From an optimization exercise on the open Yosys and OpenROAD flow, aimed at small area, a short achievable clock period and few clock cycles; shortcuts taken in it are not production practice.
Only simulation tests tie the RTL to the original design; equivalence was not proved.
Power and IR drop assume default switching activity.

north:
Design div32, start of the top module:
module div32(
    input clk,
    input rst,
    input start,
    input [31:0] dividend,
    input [31:0] divisor,
    output [31:0] quotient,
    output [31:0] remainder,
    output reg finish
);
reg [31:0] r;       
reg [31:0] q;       
reg [31:0] d;       
reg [4:0]  za;      
reg [5:0]  j;       
reg        norm;    
reg        iter;    
assign quotient  = q;
assign remainder = r;
function [5:0] lzc32;
    input [31:0] x;
    reg [15:0] v1; reg [15:0] c1;
    reg [7:0]  v2; reg [15:0] c2;
    reg [3:0]  v3; reg [11:0] c3;
    reg [1:0]  v4; reg [7:0]  c4;
    integer i;
    begin
        for (i = 0; i < 16; i = i + 1) begin
            v1[i] = x[2*i+1] | x[2*i];
            c1[i] = ~x[2*i+1];
        end
        for (i = 0; i < 8; i = i + 1) begin
            v2[i] = v1[2*i+1] | v1[2*i];
            c2[2*i+:2] = v1[2*i+1] ? {1'b0, c1[2*i+1]} : {1'b1, c1[2*i]};
        end
        for (i = 0; i < 4; i = i + 1) begin
            v3[i] = v2[2*i+1] | v2[2*i];
            c3[3*i+:3] = v2[2*i+1] ? {1'b0, c2[2*(2*i+1)+:2]} : {1'b1, c2[2*(2*i)+:2]};
        end
        for (i = 0; i < 2; i = i + 1) begin
            v4[i] = v3[2*i+1] | v3[2*i];
            c4[4*i+:4] = v3[2*i+1] ? {1'b0, c3[3*(2*i+1)+:3]} : {1'b1, c3[3*(2*i)+:3]};
        end
        lzc32 = {~(v4[1] | v4[0]), v4[1] ? {1'b0, c4[7:4]} : {1'b1, c4[3:0]}};
    end
endfunction
wire [5:0] la = lzc32(dividend);
wire [5:0] lb = lzc32(divisor);
wire [4:0] sp = j[4:0] | ~za;                     
  ...
clock: 5.0 ns
lec_check: 0
abc_area: 1
cap_margin: 20
core_margin: 2
core_utilization: 40
place_density: 0.6
setup_slack_margin: 2.7
slew_margin: 20
standard.sh (not shown) runs the stock make flow with config.mk's settings and CLKGATE_MAP_FILE= SYNTH_SCRIPT=/design/flow/synth_recipe.tcl, a recipe that flattens the netlist after the stock synthesis.
==> flow/flow/run.sh <==
#!/bin/bash
# Standard layout with plain buffers on the ports; repair option: SKIP_GATE_CLONING=1
set -euo pipefail
bash standard.sh BUFFER_PORTS_ARGS="-buffer_cell sky130_fd_sc_hd__buf_1" SKIP_GATE_CLONING=1 finish > standard.log 2>&1
north reached the end of the flow, and the finished layout is clean on the timing, design-rule and antenna checks.
Testbench counts of north, summed over its fixed seeds: cycles 47,977.
## Diff of input files: south against north
# north
export LEC_CHECK = 0
export ABC_AREA = 1
export CAP_MARGIN = 20
export CORE_MARGIN = 2
export CORE_UTILIZATION = 40
export PLACE_DENSITY = 0.6
export SETUP_SLACK_MARGIN = 2.7
export SLEW_MARGIN = 20
create_clock -name core_clock -period 5.0 [get_ports {clk}]
# south
export LEC_CHECK = 0
export ABC_AREA = 1
export CAP_MARGIN = 20
export CORE_MARGIN = 2
export CORE_UTILIZATION = 40
export CTS_BUF_LIST = sky130_fd_sc_hd__clkbuf_8
export PLACE_DENSITY = 0.6
export SETUP_SLACK_MARGIN = 2.75
export SLEW_MARGIN = 20
create_clock -name core_clock -period 5.0 [get_ports {clk}]
==> flow/flow/run.sh <==
#!/bin/bash
# Standard layout, with plain buffers on the ports instead of the default delay-cell buffers.
set -euo pipefail
bash standard.sh BUFFER_PORTS_ARGS="-buffer_cell sky130_fd_sc_hd__buf_1" finish > standard.log 2>&1
### Flow results
Diff south..north | wire length | negligible. Summary of south over north: maximum frequency grew by about 0.5%, area taken by flip-flops and latches roughly the same, global-route met3 utilization fell by 1.7 points. Changes observed in south relative to north: total power shows a reduction of about 3%; post-route standard cell area excluding fillers shows an increase of 0.53%; met1 routing resource usage after global routing shows an increase of 1.3 points. For the cell count, south came in 10 higher than north did.
Input-level comparison between east and south:
# south
export LEC_CHECK = 0
export ABC_AREA = 1
export CAP_MARGIN = 20
export CORE_MARGIN = 2
export CORE_UTILIZATION = 40
export CTS_BUF_LIST = sky130_fd_sc_hd__clkbuf_8
export PLACE_DENSITY = 0.6
export SETUP_SLACK_MARGIN = 2.75
export SLEW_MARGIN = 20
create_clock -name core_clock -period 5.0 [get_ports {clk}]
# east
export LEC_CHECK = 0
export ABC_AREA = 1
export CAP_MARGIN = 20
export CORE_MARGIN = 2
export CORE_UTILIZATION = 55
export CTS_BUF_LIST = sky130_fd_sc_hd__clkbuf_8
export PLACE_DENSITY = 0.75
export SETUP_SLACK_MARGIN = 2.8
export SLEW_MARGIN = 20
create_clock -name core_clock -period 5.0 [get_ports {clk}]
Findings:
east: done, clean on timing, DRC and antenna
From east to south, maximum clock path buffer count did not move at all.
east ended with less total buffers and inverters traversed by the critical path than south.
Relative to south, the via count measured on east has increased by a few percent.
In east the non-clock buffer share of cell area turned out 1.7 points higher than in south.
east ends up with higher part of the power in combinational logic than south does.
Est. power | east vs south | east higher
The run showing the greater area enclosed by the die boundary is south.
Sort south and east by cell area after layout, descending, and east comes first.
east: end-of-flow core utilization higher than south

[re-timing with driven ports]
Ports are ideal in the flow. The routed layouts listed here were re-timed in OpenROAD.
Step 1 sets driving cells, clkbuf_16 on the clock port and buf_2 on the other inputs (assumed; they add their load-dependent delay and slew).
Step 2, shift: input delay + t, output delay - t, t = (earliest + latest rising clock arrival at the registers) / 2. This alone moves slack from input paths to output paths.
a / b / c = no drivers / after step 1 / after step 2; a / b = the first two.
run	t, ns	setup WS [ns]	worst setup path after step 2	latest minus earliest clock arrival (ns)
north	0.408	2.781 / 2.788 / 2.387	input to register	0.010 / 0.011
south	0.439	2.792 / 2.792 / 2.444	input to register	0.010 / 0.009
east	0.459	2.758 / 2.771 / 2.313	input to register	0.009 / 0.009
After both steps every run listed still meets setup and hold. For east, which loses most, drivers alone change the setup slack by +0.013 ns; drivers and shift together by -0.445 ns.
